This design comes from an exercise in tuning for small area on the open sky130 flow, not from production work.
Only simulation tests tie the RTL to the original design; equivalence was not proved.
No activity file was given, so power comes from the tool's default toggle rates.

--- design/flow/design.v ---
module alu(
  input [15:0] a,
  input [15:0] b,
  input [15:0] s0,
  input [15:0] s1,
  input [5:0] sel,
  output [15:0] out
);
assign out = alu_f(a, b, s0, s1, sel);
function [15:0] alu_f(input [15:0] a, input [15:0] b, input [15:0] s0, input [15:0] s1, input [5:0] sel);
  logic is_inc, is_sub, co, of, zf, lt, cf, left, fill;
  logic [15:0] p, q, sum, sh_in, sh;
  begin
    is_inc = sel[5:2] == 4'b0000;
    is_sub = sel[5] & ~sel[4] & (sel[3] | sel[0]);
    p = is_inc ? {14'd0, sel[1:0]} : b;
    q = a ^ {16{is_sub}};
    {co, sum} = {1'b0, p} + {1'b0, q} + {16'd0, is_sub};
    cf = ~co;
    zf = sum == 16'd0;
    of = (b[15] & ~a[15] & ~sum[15]) | (~b[15] & a[15] & sum[15]);
    lt = sum[15] ^ of;
    left = sel[1];
    fill = sel[0] & s1[15];
    sh_in = left ? rev16(s1) : s1;
    sh = (s0[15:4] != 12'd0) ? {16{fill}} : shr_fill(sh_in, s0[3:0], fill);
    casex (sel)
      6'b0000xx: alu_f = sum;
      6'b000100: alu_f = ~a;
      6'b0001x1: alu_f = a ^ 16'h8000;
      6'b000110: alu_f = a | (a[7] ? 16'hff00 : 16'd0);
      6'b001xxx: alu_f = b;
      6'b010000: alu_f = b & a;
      6'b010001: alu_f = b | a;
      6'b01001x: alu_f = b ^ a;
      6'b010100: alu_f = sh;
      6'b010101: alu_f = sh;
      6'b010110: alu_f = rev16(sh);
      6'b100000: alu_f = sum;
      6'b100001: alu_f = sum;
      6'b100010: alu_f = s1 * s0;
      6'b101000: alu_f = {15'd0, zf};
      6'b101001: alu_f = {15'd0, ~zf};
      6'b101010: alu_f = {15'd0, lt};
      6'b101011: alu_f = {15'd0, lt | zf};
      6'b101100: alu_f = {15'd0, cf};
      6'b101101: alu_f = {15'd0, cf | zf};
      6'b11xxx0: alu_f = s0[0] ? a : sum;
      6'b11xxx1: alu_f = s0[0] ? sum : a;
      default:   alu_f = 16'd0;
    endcase
  end
endfunction
function [15:0] rev16(input [15:0] x);
  integer k;
  begin
    for (k = 0; k < 16; k = k + 1)
      rev16[k] = x[15-k];
  end
endfunction
function [15:0] shr_fill(input [15:0] x, input [3:0] n, input fill);
  logic [15:0] t;
  begin
    t = x;
    if (n[0]) t = {fill, t[15:1]};
    if (n[1]) t = {{2{fill}}, t[15:2]};
    if (n[2]) t = {{4{fill}}, t[15:4]};
    if (n[3]) t = {{8{fill}}, t[15:8]};
    shr_fill = t;
  end
endfunction
endmodule
module sel3#(
  parameter W = 16
) (
  input u, d, h,
  input [W-1:0] a, b, c,
  output [W-1:0] y
);
assign y = ({W{u}} & a) | ({W{d}} & b) | ({W{h}} & c);
endmodule
module decoder(
  input [17:0] insn,
  output sign,
  output [15:0] imm_mask,
  output [2:0] src_a,
  output [1:0] src_b,
  output [5:0] alu_sel,
  output wr_stk1,
  output pop,
  output push,
  output load_stk,
  output load_fp,
  output load_gp,
  output load_ip,
  output load_isr,
  output cpop,
  output cpush,
  output byt,
  output dmem_ren,
  output dmem_wen,
  output set_ien, clear_ien,
  output call,
  output pmem_wenh, pmem_wenl
);
assign imm_mask = calc_imm_mask(insn[17:14]);
assign {sign, src_a, src_b, alu_sel,
  load_stk, load_fp, load_gp, load_ip, load_isr,
  push, pop, cpush, cpop,
  wr_stk1, byt, dmem_ren, dmem_wen,
  set_ien, clear_ien, call, pmem_wenh, pmem_wenl} = decode(insn);
function [29:0] decode(input [17:0] insn);
  logic sign;
  logic [2:0] src_a;
  logic [1:0] pp;
  logic [4:0] load;
  sign = insn[11];
  src_a = {1'b0, insn[13:12]};
  pp = insn[7:6];
  load = src_a === 3'h3;
  decode = 30'd0;
  casex (insn)
    18'b11_xxxx_xxxx_xxxx_xxxx:  
      decode = {1'b0, 3'h0, 2'h1,  6'h0f,     18'b10000_1000_0000_00_000};
    18'b00_00xx_xxxx_xxxx_xxxx:  
      decode = {sign, 3'h3,   2'h1,  6'h20,   18'b00010_0010_0000_00_100};
    18'b00_0100_xxxx_xxxx_xxxx:  
      decode = {sign, 3'h3,   2'h1,  6'h20,   18'b00010_0000_0000_00_000};
    18'b00_0101_xxxx_xxxx_xxxx:  
      decode = {sign, src_a, 2'h1,  6'h20,   18'b01000_0000_0000_00_000};
    18'b00_0110_xxxx_xxxx_xxxx:  
      decode = {sign, 3'h3,   2'h1,  6'h30,  18'b00010_0100_0000_00_000};
    18'b00_1000_xxxx_xxxx_xxxx:  
      decode = {1'b0, src_a, 2'h1,  6'h0f,     18'b10000_1000_0110_00_000};
    18'b00_10xx_xxxx_xxxx_xxxx:  
      decode = {1'b0, src_a, 2'h1,  6'h20,   18'b10000_1000_0110_00_000};
    18'b00_1100_xxxx_xxxx_xxxx:  
      decode = {1'b0, src_a, 2'h1,  6'h0f,     18'b00000_0100_0101_00_000};
    18'b00_11xx_xxxx_xxxx_xxxx:  
      decode = {1'b0, src_a, 2'h1,  6'h20,   18'b00000_0100_0101_00_000};
    18'b01_0000_xxxx_xxxx_xxx0:  
      decode = {1'b0, src_a, 2'h1,  6'h0f,     18'b10000_1000_0010_00_000};
    18'b01_00xx_xxxx_xxxx_xxx0:  
      decode = {1'b0, src_a, 2'h1,  6'h20,   18'b10000_1000_0010_00_000};
    18'b01_0000_xxxx_xxxx_xxx1:  
      decode = {1'b0, src_a, 2'h1,  6'h0f,     18'b00000_0100_0001_00_000};
    18'b01_00xx_xxxx_xxxx_xxx1:  
      decode = {1'b0, src_a, 2'h1,  6'h20,   18'b00000_0100_0001_00_000};
    18'b01_01xx_xxxx_xxxx_xxxx:  
      decode = {1'b0, src_a, 2'h1,  6'h20,   18'b10000_1000_0000_00_000};
    18'b01_11xx_0xxx_xxxx_xxxx:  
      decode = {1'b0, 3'h0, 2'h0, insn[5:0],  18'b10000_0000_0000_00_000 | (pp << 11)};
    18'b01_11xx_1xxx_xx00_0x00:  
      decode = {1'b0, 3'h4, 2'h1,  6'h00,     18'b00010_0001_0000_00_000};
    18'b01_11xx_1xxx_xx00_0x01:  
      decode = {1'b0, 3'h0, 2'h1,  6'h00,     18'b00010_0110_0000_00_100};
    18'b01_11xx_1xxx_xx00_0x10:  
      decode = {1'b0, 3'h4, 2'h1,  6'h00,     18'b01000_0001_0000_00_000};
    18'b01_11xx_1xxx_xx00_0x11:  
      decode = {1'b0, 3'h1,   2'h1,  6'h00,     18'b00000_0010_0000_00_000};
    18'b01_11xx_1xxx_xx00_10x0:  
      decode = {1'b0, 3'h0, 2'h1,  6'h00,     18'b10000_0000_0010_00_000};
    18'b01_11xx_1xxx_xx00_1100:  
      decode = {1'b0, 3'h0, 2'h1,  6'h00,     18'b10000_0100_1001_00_000};
    18'b01_11xx_1xxx_xx00_1110:  
      decode = {1'b0, 3'h0, 2'h1,  6'h00,     18'b00000_0100_1001_00_000};
    18'b01_11xx_1xxx_xx00_10x1:  
      decode = {1'b0, 3'h0, 2'h1,  6'h00,     18'b10000_0000_0110_00_000};
    18'b01_11xx_1xxx_xx00_1101:  
      decode = {1'b0, 3'h0, 2'h1,  6'h00,     18'b10000_0100_1101_00_000};
    18'b01_11xx_1xxx_xx00_1111:  
      decode = {1'b0, 3'h0, 2'h1,  6'h00,     18'b00000_0100_1101_00_000};
    18'b01_11xx_1xxx_xxx1_xx0x:  
      decode = {1'b0, 3'h3,   2'h2,  6'h0f,     18'b00010_0010_0000_00_000};
    18'b01_11xx_1xxx_xxx1_xx1x:  
      decode = {1'b0, 3'h4, 2'h1,  6'h00,     18'b00010_0001_0000_10_000};
    18'b01_11xx_1xxx_xx1x_x000:  
      decode = {1'b0, 3'h0, 2'h1,  6'h00,     18'b01000_0100_0000_00_000};
    18'b01_11xx_1xxx_xx1x_x001:  
      decode = {1'b0, 3'h0, 2'h1,  6'h00,     18'b00100_0100_0000_00_000};
    18'b01_11xx_1xxx_xx1x_x010:  
      decode = {1'b0, 3'h0, 2'h1,  6'h00,     18'b00001_0100_0000_00_000};
    18'b01_11xx_1xxx_xx1x_x100:  
      decode = {1'b0, 3'h0, 2'h1,  6'h00,     18'b10000_0100_1000_00_010};
    18'b01_11xx_1xxx_xx1x_x101:  
      decode = {1'b0, 3'h0, 2'h1,  6'h00,     18'b10000_0100_1000_00_001};
  endcase
endfunction
function [15:0] calc_imm_mask(input [3:0] op);
begin
  casex (op)
    4'b11xx: calc_imm_mask = 16'hffff;  
    4'b0000: calc_imm_mask = 16'h3fff;  
    4'b0100: calc_imm_mask = 16'h0ffe;  
    default: calc_imm_mask = 16'h0fff;  
  endcase
end
endfunction
endmodule
module cpu#(
  parameter CLOCK_HZ = 27_000_000
) (
  input  rst,
  input  clk,
  input  irq,
  output dmem_ren,
  output dmem_wen,
  output dmem_byt,
  output [14-1:0] dmem_addr,
  input  [15:0] dmem_rdata,
  output [15:0] dmem_wdata,
  output pmem_wenh, pmem_wenl,
  output [14-1:0] pmem_addr,
  input  [17:0] pmem_rdata,
  output [17:0] pmem_wdata
);
logic reg1, reg2;            
logic irq_pend, ien;
logic [17:0] insn;
logic [15:0] fp, gp, ip, isr;
logic addr_d0;               
wire ph_dec   = ~reg1 & ~reg2;
wire ph_exec  =  reg1 & ~reg2;
wire ph_rdmem =  reg1 &  reg2;
wire ph_fetch = ~reg1 &  reg2;
wire ph_half  = ~reg2;       
always @(posedge clk, posedge rst) begin
  if (rst) begin
    reg1 <= 1'b1;
    reg2 <= 1'b1;
  end else begin
    reg1 <= ~reg2;
    reg2 <= reg1;
  end
end
logic sign, wr_stk1;
logic [15:0] imm_mask;
logic [2:0] d_src_a;
logic [1:0] d_src_b;
logic [5:0] d_alu;
logic d_pop, d_push, d_stk, d_fp, d_gp, d_ip, d_isr, d_cpop, d_cpush, d_byt,
  d_ren, d_wen, d_set_ien, d_clear_ien, d_call, d_wenh, d_wenl;
decoder decoder(
  .insn(insn),
  .sign(sign),
  .imm_mask(imm_mask),
  .src_a(d_src_a),
  .src_b(d_src_b),
  .alu_sel(d_alu),
  .wr_stk1(wr_stk1),
  .pop(d_pop),
  .push(d_push),
  .load_stk(d_stk),
  .load_fp(d_fp),
  .load_gp(d_gp),
  .load_ip(d_ip),
  .load_isr(d_isr),
  .cpop(d_cpop),
  .cpush(d_cpush),
  .byt(d_byt),
  .dmem_ren(d_ren),
  .dmem_wen(d_wen),
  .set_ien(d_set_ien),
  .clear_ien(d_clear_ien),
  .call(d_call),
  .pmem_wenh(d_wenh),
  .pmem_wenl(d_wenl)
);
wire irq_masked = ien & irq;
wire np = ~irq_pend;
wire xp = np & ph_exec;      
wire stk_phase = d_ren ? ph_rdmem : ph_exec;
wire pop      = d_pop & xp;
wire push     = d_push & np & stk_phase;
wire load_stk = d_stk & np & stk_phase;
wire load_fp  = d_fp & xp;
wire load_gp  = d_gp & xp;
wire load_isr = d_isr & xp;
wire load_ip  = ((d_ip | irq_pend) & ph_exec) | (ph_fetch & ~irq_masked);
wire cpop     = d_cpop & xp;
wire cpush    = (d_cpush | irq_pend) & ph_dec;
wire set_ien  = d_set_ien & xp;
wire clear_ien = (d_clear_ien | irq_pend) & ph_exec;
assign dmem_ren  = ph_rdmem & d_ren;
assign dmem_wen  = d_wen & xp;
assign dmem_byt  = d_byt & np;
assign pmem_wenh = d_wenh & xp;
assign pmem_wenl = d_wenl & xp;
logic [15:0] stack0, stack1, cstack0, alu_out, stack_in;
logic [15:0] sr [1:15];
logic [3:0] sd;              
assign stack1 = (sd != 4'd0) ? sr[1] : 16'd0;
always @(posedge clk, posedge rst) begin
  if (rst)
    stack0 <= 16'd0;
  else if (load_stk)
    stack0 <= stack_in;
  else if (pop)
    stack0 <= stack1;
  else if (push)
    stack0 <= 16'd0;
end
always @(posedge clk, posedge rst) begin
  if (rst)
    sd <= 4'd0;
  else if (pop)
    sd <= (sd == 4'd0) ? 4'd0 : sd - 4'd1;
  else if (push)
    sd <= (sd == 4'd15) ? 4'd15 : sd + 4'd1;
end
wire s_up   = pop;
wire s_down = push & ~pop;
wire s_hold = ~pop & ~push;
logic [15:0] sr_next [1:14];
sel3 #(16) sr_sel1 (.u(s_up), .d(s_down), .h(s_hold), .a(sr[2]), .b(stack0), .c(sr[1]), .y(sr_next[1]));
genvar g;
generate
  for (g = 2; g < 15; g = g + 1) begin : sr_row
    sel3 #(16) sel (.u(s_up), .d(s_down), .h(s_hold), .a(sr[g+1]), .b(sr[g-1]), .c(sr[g]), .y(sr_next[g]));
  end
endgenerate
integer i;
always @(posedge clk) begin
  for (i = 1; i < 15; i = i + 1)
    sr[i] <= sr_next[i];
  sr[15] <= s_down ? sr[14] : sr[15];
end
logic [15:0] cr [1:15];
logic [3:0] cd;
wire [15:0] cstack1 = (cd != 4'd0) ? cr[1] : 16'd0;
always @(posedge clk, posedge rst) begin
  if (rst)
    cstack0 <= 16'd0;
  else if (cpush)
    cstack0 <= alu_out;
  else if (cpop)
    cstack0 <= cstack1;
end
always @(posedge clk, posedge rst) begin
  if (rst)
    cd <= 4'd0;
  else if (cpop)
    cd <= (cd == 4'd0) ? 4'd0 : cd - 4'd1;
  else if (cpush)
    cd <= (cd == 4'd15) ? 4'd15 : cd + 4'd1;
end
wire c_up   = cpop;
wire c_down = cpush & ~cpop;
wire c_hold = ~cpop & ~cpush;
logic [15:0] cr_next [1:14];
sel3 #(16) cr_sel1 (.u(c_up), .d(c_down), .h(c_hold), .a(cr[2]), .b(cstack0), .c(cr[1]), .y(cr_next[1]));
generate
  for (g = 2; g < 15; g = g + 1) begin : cr_row
    sel3 #(16) sel (.u(c_up), .d(c_down), .h(c_hold), .a(cr[g+1]), .b(cr[g-1]), .c(cr[g]), .y(cr_next[g]));
  end
endgenerate
always @(posedge clk) begin
  for (i = 1; i < 15; i = i + 1)
    cr[i] <= cr_next[i];
  cr[15] <= c_down ? cr[14] : cr[15];
end
logic [15:0] src_a, src_b, imm;
wire a_fp   = ph_half & np & (d_src_a == 3'h1);
wire a_gp   = ph_half & np & (d_src_a == 3'h2);
wire a_ip   = ~ph_half | (d_src_a == 3'h3) | irq_pend | (d_call & ph_dec);
wire a_cstk = ph_half & np & (d_src_a == 3'h4);
assign src_a = a_fp ? fp
             : a_gp ? gp
             : a_ip ? ip
             : a_cstk ? cstack0
             : stack0;
assign imm = (insn[15:0] & imm_mask) | (sign ? {~imm_mask[15:10], 10'd0} : 16'd0);
assign src_b = irq_pend ? isr
             : d_src_b == 2'h0 ? stack1
             : d_src_b == 2'h1 ? imm
             : isr;
wire [5:0] alu_sel = ph_exec ? (irq_pend ? 6'h0f : d_alu)
                   : ph_fetch ? 6'h01 : 6'h00;
alu alu(
  .a(src_a),
  .b(src_b),
  .s0(stack0),
  .s1(stack1),
  .sel(alu_sel),
  .out(alu_out)
);
assign stack_in = dmem_ren ? (dmem_byt ? (addr_d0 ? {8'd0, dmem_rdata[15:8]}
                                                  : {8'd0, dmem_rdata[7:0]})
                                       : dmem_rdata)
                           : alu_out;
assign dmem_addr = alu_out[14-1:0];
assign pmem_addr = alu_out[14-1:0];
wire [15:0] wdata_raw = wr_stk1 ? stack1 : stack0;
assign dmem_wdata = alu_out[0] ? {wdata_raw[7:0], 8'd0} : wdata_raw;
assign pmem_wdata = {wdata_raw[1:0], wdata_raw};
always @(posedge clk, posedge rst) begin
  if (rst)
    fp <= 16'h4000;
  else if (load_fp)
    fp <= alu_out;
end
always @(posedge clk, posedge rst) begin
  if (rst)
    gp <= 16'h0100;
  else if (load_gp)
    gp <= alu_out;
end
always @(posedge clk, posedge rst) begin
  if (rst)
    ip <= 16'h0;
  else if (load_ip)
    ip <= alu_out;
end
always @(posedge clk, posedge rst) begin
  if (rst)
    isr <= 16'd0;
  else if (load_isr)
    isr <= alu_out;
end
always @(posedge clk, posedge rst) begin
  if (rst)
    insn <= 18'd0;
  else if (ph_fetch)
    insn <= pmem_rdata;
end
always @(posedge clk, posedge rst) begin
  if (rst)
    addr_d0 <= 1'b0;
  else
    addr_d0 <= alu_out[0];
end
always @(posedge clk, posedge rst) begin
  if (rst)
    ien <= 1'b1;
  else if (set_ien)
    ien <= 1'b1;
  else if (clear_ien)
    ien <= 1'b0;
end
always @(posedge clk, posedge rst) begin
  if (rst)
    irq_pend <= 1'b0;
  else if (ph_fetch)
    irq_pend <= irq_masked;
end
endmodule
--- design/flow/run.sh ---
#!/bin/bash
# synth_recipe.tcl (not shown) runs the flow's synth.tcl, then flattens the netlist and writes it again
# the make line also repeats each setting of config.mk as NAME=value (left out here)
make -C /OpenROAD-flow-scripts/flow DESIGN_CONFIG=/design/flow/config.mk WORK_HOME=/design/flow/orfs CLKGATE_MAP_FILE= SYNTH_SCRIPT=/design/flow/synth_recipe.tcl finish
--- design/flow/config.mk ---
export PLATFORM = sky130hd
export DESIGN_NAME = cpu
export DESIGN_NICKNAME = cpu
export VERILOG_FILES = /design/flow/design.v
export SDC_FILE = /design/flow/constraint.sdc
export NUM_CORES = 4
export LEC_CHECK = 0
export CAP_MARGIN = 20
export CORE_MARGIN = 2
export CORE_UTILIZATION = 65
export SLEW_MARGIN = 20
export SYNTH_HIERARCHICAL = 1
--- design/flow/constraint.sdc ---
create_clock -name core_clock -period 11.5 [get_ports {clk}]
set_input_delay 2.3000 -clock core_clock [delete_from_list [all_inputs] [get_ports {clk}]]
set_output_delay 2.3000 -clock core_clock [all_outputs]
set_load 0.01 [all_outputs]
==> results by group, run 1 <==
Global route
  – Antenna violations before repair: 0
  – Gr ovfl total: 0
  – Number of global-route vias before repair: 25,700
  – Largest net degree at the start of global routing: 244
  – Overall global routing resource usage: 0.354
  – First-pass GRT wire length: 147 mm

Timing
  – Worst rel slew slack: 0.132
  – WHS: 0.458 ns
  – Worst Tran Pin Value: 1.30 ns
  – Unrepaired setup endpoints after global routing: false
  – Final critical-path share of the clock period: 0.958
  – Setup Total Neg Slack: 0 ns
  – Worst Slack Setup Final: 0.484 ns
  – Maximum frequency from static timing analysis: 90.8 MHz
  – Final hold violations: 0
  – Pins over their slew limit: 0
  – Final setup violation count: 0
  – Final period demand of the worst path: 11.02 ns
  – Maximum clock skew at final layout: 0.0398 ns

Hold path
  – Worst hold start: cr[14][2]
  – Worst min-delay path endpoint: cr[15][2]
  – Type of the most critical hold path: register to register
  – Worst Hold Depth: 0

Run
  – Max-cap violations: 0

Clock network
  – Clock latency (worst-skew pair): 0.64 ns
  – Clock H-tree levels: 2
  – Number of gates resized after CTS: 0
  – Cell at the root of the clock tree: sky130_fd_sc_hd__clkbuf_16
  – Number of buffers inserted for hold repair after clock tree synthesis: 0
  – Setup Buffers After CTS: 0
  – TritonCTS sink count: 607
  – Bufs on Longest Clock Path: 3
  – Clock-pin slew reported for the worst setup and hold paths after clock tree synthesis: 0.07 ns
  – CTS tree: yes
  – Number of buffers inserted during clock tree synthesis: 58

Floorplanning
  – Number of rows created at floorplan: 82
  – Placeable core region: 49,900 µm²
  – Total I/O pin count: 104
  – Initial standard-cell utilization of the core: 0.655
  – Horiz. Die Dim: 228 µm
  – Full die area: 52,000 µm²
  – Die height: 228 µm

Place
  – Setup slack at placement: 1.48 ns
  – Routability Congestion: 1.06
  – Count of buffers inserted at the top-level ports: 103
  – Post-DP HPWL: 62.0 mm

Cells and area
  – Final #Nets: 3,532
  – Layout-stage area growth over the synthesis result: 8.83%
  – Fraction of layout cells with a size suffix above 1: 0.0886
  – Leading cell types in the layout, fill and taps excluded: sky130_fd_sc_hd__inv_1 (610), sky130_fd_sc_hd__a222oi_1 (463), sky130_fd_sc_hd__dfxtp_1 (448)
  – Diodes inserted: 0
  – Leading cell type in the layout, fill and taps excluded: sky130_fd_sc_hd__inv_1

Drt
  – Residual DRC: 0
  – Post-DR wirelength/cell: 23.4 µm
  – Routed via count: 27,400
  – Drt initial violations: 4,535
  – Average via count per standard cell: 6.77
  – Post-detailed-routing wire length: 94.9 mm
  – Antenna-violating nets left: 0
  – Number of optimization iterations in the first detailed-route pass: 22

Critical path
  – Buf/Inv on CP: 5
  – Library cell contributing the largest single delay on the critical path: sky130_fd_sc_hd__dfrtp_1
  – CP startpoint kind: register
  – Sort of element at the end of the critical path: output port
  – Cell count of the worst reg-to-reg path: 26
  – Setup slack of the worst register-to-register path: 3.51 ns
  – Startpoint of the worst register-to-register path: insn[15]
  – Maximum fanout along the worst path: 25
  – CP dominant cell by count: sky130_fd_sc_hd__buf_4
  – Worst Path Required: 9.20 ns
  – Worst R2R End: cstack0[0]
  – Origin of the worst setup path: insn[15]
  – Crit Path Category: register to output port
  – Crit path max-delay family: compound AO/OA/AOI/OAI gates
  – Arrival time of data at the critical path endpoint: 8.72 ns
  – Max stage delay on crit path: 0.72 ns

Pwr
  – Power density normalized to cell area: 206 nW/µm²
  – Worst IR Drop VDD: 0.193 mV
  – Static Leakage: 17.7 nW

Yosys
  – Number of warnings issued by yosys: 15
  – Flops & latches, synth: 607
  – Top flip-flop cell by instance count after synthesis: sky130_fd_sc_hd__dfxtp_1
  – Gate Count Post-Synth: 3,326
  – Post-synth ARST share: 0.209
  – Syn_area_per_cell: 9.81 µm²
  – Seq/Total Area, Yosys: 0.402
  – Number of synthesized flops with an enable pin: 32
  – Cell area after synthesis: 32,600 µm²
  – Synth cell types: 99

Outcome
  – Status: complete, no violations
## cell usage after synthesis, types with 6 or more instances
| cell | count | area [µm²] |
|---|---|---|
| sky130_fd_sc_hd__nand2b_1 | 16 | 100 |
| sky130_fd_sc_hd__nand2_1 | 237 | 890 |
| sky130_fd_sc_hd__xor2_1 | 16 | 140 |
| sky130_fd_sc_hd__nor3_1 | 26 | 130 |
| sky130_fd_sc_hd__o21a_1 | 6 | 45.0 |
| sky130_fd_sc_hd__or3_1 | 7 | 43.8 |
| sky130_fd_sc_hd__dfrtp_1 | 122 | 3050 |
| sky130_fd_sc_hd__clkbuf_1 | 70 | 263 |
| sky130_fd_sc_hd__a21o_1 | 26 | 195 |
| sky130_fd_sc_hd__a311oi_1 | 10 | 87.6 |
| sky130_fd_sc_hd__edfxtp_1 | 32 | 961 |
| sky130_fd_sc_hd__a22oi_1 | 10 | 75.1 |
| sky130_fd_sc_hd__fa_1 | 81 | 1620 |
| sky130_fd_sc_hd__a21oi_1 | 66 | 330 |
| sky130_fd_sc_hd__mux2_2 | 36 | 405 |
| sky130_fd_sc_hd__a31oi_1 | 17 | 106 |
| sky130_fd_sc_hd__nor2_1 | 121 | 454 |
| sky130_fd_sc_hd__dfxtp_1 | 448 | 8970 |
| sky130_fd_sc_hd__o22ai_1 | 19 | 119 |
| sky130_fd_sc_hd__nand3_1 | 25 | 125 |
| sky130_fd_sc_hd__a311oi_2 | 10 | 150 |
| sky130_fd_sc_hd__mux2_4 | 30 | 450 |
| sky130_fd_sc_hd__inv_1 | 612 | 2300 |
| sky130_fd_sc_hd__and2_1 | 82 | 513 |
| sky130_fd_sc_hd__a222oi_1 | 463 | 4630 |
| sky130_fd_sc_hd__mux2i_1 | 33 | 330 |
| sky130_fd_sc_hd__nand4_1 | 10 | 62.6 |
| sky130_fd_sc_hd__o21ai_1 | 18 | 90.1 |
| sky130_fd_sc_hd__a211oi_1 | 24 | 180 |
| sky130_fd_sc_hd__nor2b_1 | 49 | 307 |
| sky130_fd_sc_hd__nor3b_1 | 12 | 90.1 |
| sky130_fd_sc_hd__buf_4 | 41 | 308 |
| sky130_fd_sc_hd__xnor2_1 | 49 | 429 |
| sky130_fd_sc_hd__nor4_1 | 7 | 43.8 |
| sky130_fd_sc_hd__o211ai_1 | 11 | 82.6 |
| sky130_fd_sc_hd__a221oi_1 | 22 | 193 |
| sky130_fd_sc_hd__and3_1 | 10 | 62.6 |
| sky130_fd_sc_hd__a221o_1 | 24 | 240 |
| sky130_fd_sc_hd__o21ai_0 | 81 | 405 |
| sky130_fd_sc_hd__o31ai_1 | 8 | 60.1 |
| sky130_fd_sc_hd__mux4_2 | 15 | 338 |
| sky130_fd_sc_hd__nand3b_1 | 7 | 52.6 |
| sky130_fd_sc_hd__buf_2 | 53 | 265 |
| sky130_fd_sc_hd__buf_6 | 69 | 777 |
| sky130_fd_sc_hd__ha_1 | 88 | 1100 |
## power by group
group	internal (W)	leakage, nW	switching, W
Sequential	0.00235	5.60	0.000296
Combinational	0.00104	11.1	0.00169
Clock	0.00113	0.968	0.000823
## worst register-to-register path, cell delays in order, from the launching register on
cell	delay [ns]
sky130_fd_sc_hd__dfrtp_1	0.72
sky130_fd_sc_hd__and4b_4	0.37
sky130_fd_sc_hd__nand4_1	0.14
sky130_fd_sc_hd__o211ai_1	0.63
sky130_fd_sc_hd__o21bai_1	0.26
sky130_fd_sc_hd__a221oi_4	0.33
sky130_fd_sc_hd__buf_4	0.25
sky130_fd_sc_hd__nor2_1	0.07
sky130_fd_sc_hd__a311oi_1	0.46
sky130_fd_sc_hd__buf_4	0.24
sky130_fd_sc_hd__inv_1	0.07
sky130_fd_sc_hd__a211o_4	0.29
sky130_fd_sc_hd__and2_1	0.18
sky130_fd_sc_hd__fa_1	0.49
sky130_fd_sc_hd__a21o_1	0.20
sky130_fd_sc_hd__and4_1	0.21
sky130_fd_sc_hd__or4_1	0.50
sky130_fd_sc_hd__a211oi_1	0.29
sky130_fd_sc_hd__o2111ai_1	0.19
sky130_fd_sc_hd__a2111oi_2	0.24
sky130_fd_sc_hd__nand4b_1	0.18
sky130_fd_sc_hd__mux2i_1	0.19
sky130_fd_sc_hd__nand4_1	0.37
sky130_fd_sc_hd__buf_4	0.38
sky130_fd_sc_hd__buf_4	0.22
sky130_fd_sc_hd__a222oi_1	0.31
sky130_fd_sc_hd__inv_1	0.07
## sequential cells by signal, indices dropped and copies added, names as in the netlist
signal and count:
sr 240, cr 240, reg1 1, isr 16
gp 16, cd 4, irq_pend 1, addr_d0 1
cstack0 16, ien 1, insn 18, reg2 1
ip 16, sd 4, fp 16, stack0 16
## through the flow
step	util	cells	cell area [µm²]	total power, W
global route	0.712	4045	35500	0.00766
global placement	0.672	3937	33500	0.00525
floorplan	-	3336	32700	0.00427
finish	0.712	4045	35500	0.00733
CTS	0.712	4044	35500	0.00728
detailed placement	0.672	3937	33500	0.00533
## worst max path at each step
stage | to | slack (ns) | cells past startpoint
after detailed placement | dmem_wdata[14] | 1.48 | 26
final | dmem_wdata[14] | 0.48 | 26
after global routing | dmem_wdata[11] | 0.26 | 26
after CTS | dmem_wdata[14] | 0.75 | 26
after global placement | pmem_addr[13] | 1.47 | 23
after floorplan | dmem_wdata[13] | 3.01 | 24
## Yosys stat by module, one instance, submodules excluded, a selection
module,copies in the design,flip-flops and latches,cells inside,cell area [µm²]
cpu,1,607,1248,17400
alu,1,0,958,7420
decoder,1,0,140,833
## layer usage
metal / vias to the layer above / track usage / part of all wire
met5: - / 0 / 0
met4: 0 / 0.158 / 0.046
met3: 243 / 0.0575 / 0.082
met2: 1372 / 0.555 / 0.46
met1: 13500 / 0.485 / 0.41
li1: 12300 / - / -
## kinds of logic after synthesis
logic type,synth area share
muxes,0.0467
DFF,0.402
AOI/OAI and AO/OA,0.231
buffers and inverters,0.121
and+or+nand+nor,0.0981
adders and majority gates,0.0834
other,0.000230
xor gates and xnor gates,0.0179
## layout make-up
cell class,count,area [µm²]
well taps,672,841
flip-flops and latches,607,13100
repair buffers,168,1560
inverters,616,2330
clock inverters,12,163
clock buffers,95,1820
multi-input cells,1875,15700
fillers,3588,14300
==> run 2, diff against run 1 <==
--- a/design/flow/config.mk
+++ b/design/flow/config.mk
@@ -9,3 +9,3 @@
 export CORE_MARGIN = 2
-export CORE_UTILIZATION = 65
+export CORE_UTILIZATION = 40
 export SLEW_MARGIN = 20
==> results by group, run 2 <==
Outcome
  – Status: complete, no violations (unchanged)

Drt
  – Residual DRC: 0 (unchanged)
  – Routed via count: 26,400 (was 27,400)
  – Post-DR wirelength/cell: 19.9 µm (was 23.4 µm)
  – Antenna-violating nets left: 0 (unchanged)
  – Average via count per standard cell: 5.93 (was 6.77)
  – Post-detailed-routing wire length: 88.8 mm (was 94.9 mm)
  – Number of optimization iterations in the first detailed-route pass: 13 (was 22)
  – Drt initial violations: 4,023 (was 4,535)

Place
  – Cell total after placement: 4,330 (was 3,937)
  – Routability Congestion: 0.962 (was 1.06)
  – Count of buffers inserted at the top-level ports: 103 (unchanged)
  – Standard cell area after detailed placement: 34,100 µm² (was 33,500 µm²)
  – Post-DP HPWL: 58.3 mm (was 62.0 mm)

Critical path
  – CP startpoint kind: register (unchanged)
  – Crit path max-delay family: compound AO/OA/AOI/OAI gates (unchanged)
  – Maximum fanout along the worst path: 22 (was 25)
  – Worst Path Required: 9.20 ns (about the same)
  – Crit Path Category: register to output port (unchanged)
  – Max stage delay on crit path: 0.71 ns (was 0.72 ns)
  – Library cell contributing the largest single delay on the critical path: sky130_fd_sc_hd__dfrtp_1 (unchanged)
  – Buf/Inv on CP: 4 (was 5)
  – Arrival time of data at the critical path endpoint: 8.57 ns (was 8.72 ns)
  – Sort of element at the end of the critical path: output port (unchanged)

Yosys
  – Top cells by area in the synthesized netlist: sky130_fd_sc_hd__dfxtp_1 (27%), sky130_fd_sc_hd__a222oi_1 (14%), sky130_fd_sc_hd__dfrtp_1 (9.4%) (unchanged)
  – Top flip-flop cell by instance count after synthesis: sky130_fd_sc_hd__dfxtp_1 (unchanged)
  – Compound-Gate Fraction of Synth Area: 0.231 (unchanged)
  – Number of synthesized flops with an enable pin: 32 (unchanged)
  – Combinational family with the most area after synthesis: compound AO/OA/AOI/OAI gates (unchanged)
  – Syn_area_per_cell: 9.81 µm² (unchanged)
  – Most frequent cell after synthesis: sky130_fd_sc_hd__inv_1 (unchanged)
  – Simple-gate area share of the yosys netlist: 0.0981 (unchanged)
  – Area share of the largest cell type after synthesis: 0.275 (unchanged)
  – Seq/Total Area, Yosys: 0.402 (unchanged)
  – Synth cell types: 99 (unchanged)
  – Gate Count Post-Synth: 3,326 (unchanged)
  – Number of warnings issued by yosys: 15 (unchanged)
  – Adder-cell share of the synthesized area: 0.0834 (unchanged)
  – Ranking of synthesized cells by instance count: sky130_fd_sc_hd__inv_1 (612), sky130_fd_sc_hd__a222oi_1 (463), sky130_fd_sc_hd__dfxtp_1 (448) (unchanged)
  – Cell area after synthesis: 32,600 µm² (unchanged)
  – Fraction of synthesized area in multiplexers: 0.0467 (unchanged)
  – Post-synth ARST share: 0.209 (unchanged)
  – Share of the synthesized netlist area taken by xor and xnor gates: 0.0179 (unchanged)
  – Cell type contributing the most total cell area after synthesis: sky130_fd_sc_hd__dfxtp_1 (unchanged)
  – Flops & latches, synth: 607 (unchanged)

Timing
  – Final setup violation count: 0 (unchanged)
  – Maximum frequency from static timing analysis: 92.0 MHz (was 90.8 MHz)
  – Final hold violations: 0 (unchanged)
  – Final period demand of the worst path: 10.87 ns (was 11.02 ns)
  – Unrepaired setup endpoints after global routing: false (unchanged)
  – Worst rel slew slack: 0.0923 (was 0.132)
  – Final critical-path share of the clock period: 0.945 (was 0.958)
  – Maximum clock skew at final layout: 0.0225 ns (was 0.0398 ns)
  – Pins over their slew limit: 0 (unchanged)
  – Worst Tran Pin Value: 1.36 ns (was 1.30 ns)
  – Setup Total Neg Slack: 0 ns (unchanged)

Global route
  – First-pass GRT wire length: 138 mm (was 147 mm)
  – Number of global-route vias before repair: 24,000 (was 25,700)
  – Overall global routing resource usage: 0.206 (was 0.354)
  – Antenna violations before repair: 1 (was 0)
  – Gr ovfl total: 0 (unchanged)
  – Largest net degree at the start of global routing: 244 (unchanged)

Cells and area
  – Layout-stage area growth over the synthesis result: 11.3% (was 8.83%)
  – Leading cell type in the layout, fill and taps excluded: sky130_fd_sc_hd__inv_1 (unchanged)
  – Final #Nets: 3,548 (was 3,532)
  – Leading cell types in the layout, fill and taps excluded: sky130_fd_sc_hd__inv_1 (610), sky130_fd_sc_hd__a222oi_1 (463), sky130_fd_sc_hd__dfxtp_1 (448) (unchanged)
  – Largest regs: cr (240), sr (240), insn (18) (unchanged)
  – Fraction of layout cells with a size suffix above 1: 0.0922 (was 0.0886)
  – Design area: 36,300 µm² (was 35,500 µm²)
  – Fillcell total: 7,746 (was 3,588)
  – Final core utilization: 0.450 (was 0.712)
  – Number of standard cells in the final layout excluding fillers: 4,456 (was 4,045)

Pwr
  – Static Leakage: 17.8 nW (was 17.7 nW)
  – Tot Pwr: 0.00749 W (was 0.00733 W)
  – Worst IR Drop VDD: 0.105 mV (was 0.193 mV)
  – Power density normalized to cell area: 206 nW/µm² (about the same)

Floorplanning
  – Placeable core region: 80,700 µm² (was 49,900 µm²)
  – Horiz. Die Dim: 290 µm (was 228 µm)
  – Die height: 290 µm (was 228 µm)
  – Initial standard-cell utilization of the core: 0.405 (was 0.655)
  – Number of rows created at floorplan: 104 (was 82)
  – Total I/O pin count: 104 (unchanged)
  – Full die area: 83,900 µm² (was 52,000 µm²)

Clock network
  – CTS tree: yes (unchanged)
  – Clock latency (worst-skew pair): 0.61 ns (was 0.64 ns)
  – Bufs on Longest Clock Path: 3 (unchanged)
  – Clock-pin slew reported for the worst setup and hold paths after clock tree synthesis: 0.06 ns (was 0.07 ns)
  – Setup Buffers After CTS: 0 (unchanged)
  – Number of buffers inserted during clock tree synthesis: 69 (was 58)
  – Cell at the root of the clock tree: sky130_fd_sc_hd__clkbuf_16 (unchanged)
  – TritonCTS sink count: 607 (unchanged)
  – Clock H-tree levels: 3 (was 2)
  – Number of buffers inserted for hold repair after clock tree synthesis: 0 (unchanged)
  – Number of gates resized after CTS: 0 (unchanged)

Run
  – Max-cap violations: 0 (unchanged)

Hold path
  – Type of the most critical hold path: register to register (unchanged)
## run 2: final timing paths
kind / start / end / slack, ns / depth (start not counted)
min: cr[14][8] / cr[15][8] / 0.45 / 0
min in group asynchronous: rst / cd[0] / 2.18 / 2
max reg2reg: sd[0] / stack0[15] / 3.72 / 26
max in group asynchronous: rst / cstack0[14] / 7.88 / 3
min reg2reg: cr[14][8] / cr[15][8] / 0.45 / 0
max: insn[15] / dmem_wdata[12] / 0.63 / 25
## run 2: layout make-up
cell class | count | area (µm²) | area share
multi-input combinational | 1875 | 15700 | 0.432
sequential | 607 | 13100 | 0.361
inverter | 616 | 2330 | 0.0642
clock buffer | 103 | 1990 | 0.0547
timing repair buffer | 173 | 1610 | 0.0444
tap | 1060 | 1330 | 0.0365
clock inverter | 21 | 248 | 0.00682
antenna | 1 | 2.50 | 0.0000689
## run 2: routing by layer
metal  track usage  wire length [µm]  vias up
met1         0.304             41400    13000
met4        0.0672              2550        0
met2         0.299             37300     1011
met5             0                 0        -
li1              -                 -    12300
met3        0.0435              7500      138
## run 2: power breakdown
group	switching, W	leakage, nW	internal (W)
sequential	0.000296	5.60	0.00235
combinational	0.00163	11.1	0.00105
clock	0.000873	1.10	0.00129
total	0.00280	17.8	0.00469
## run 2: kinds of logic (layout without fill, tap and decap cells)
logic type | count (synthesis) | after routing
muxes | 114 | 114
adders and majority gates | 169 | 169
AOI/OAI and AO/OA | 871 | 871
DFF | 607 | 607
other | 2 | 13
xor gates and xnor gates | 66 | 66
and+or+nand+nor | 643 | 643
buffers and inverters | 854 | 913
## run 2: metrics by stage
step | hold slack, ns | setup slack (ns)
6_report | 0.452 | 0.634
5_1_grt | 0.469 | 0.00247
4_1_cts | 0.458 | 0.696
3_5_place_dp | 0.442 | 1.38
3_3_place_gp | 0.440 | 1.49
2_1_floorplan | 0.352 | 3.01
## run 2: Yosys stat by module (local to each module, per instance), a selection
module | times used | cell area [µm²] | flops+latches | cells
cpu | 1 | 17400 | 607 | 1248
alu | 1 | 7420 | 0 | 958
decoder | 1 | 833 | 0 | 140

[re-timing with driven ports]
The flow's constraints put no driver on any port. The routed layouts listed below were extracted and timed again, unchanged, in two steps.
Step 1: set_driving_cell puts a clkbuf_16 on clk and a buf_2 on each other input, an assumption about the parent block.
Step 2, shift: input delay + t, output delay - t, t = (earliest + latest rising clock arrival at the registers) / 2. This alone moves slack from input paths to output paths.
Slacks: ideal / step 1 / step 2; pairs: ideal / step 1.
run | t, ns | slack for setup (ns) | pins driven straight from the clock port
run 1 | 0.685 | 0.484 / 0.418 / 1.103 | 1
run 2 | 0.657 | 0.634 / 0.572 / 1.229 | 1
After both steps every run listed still meets setup and hold.
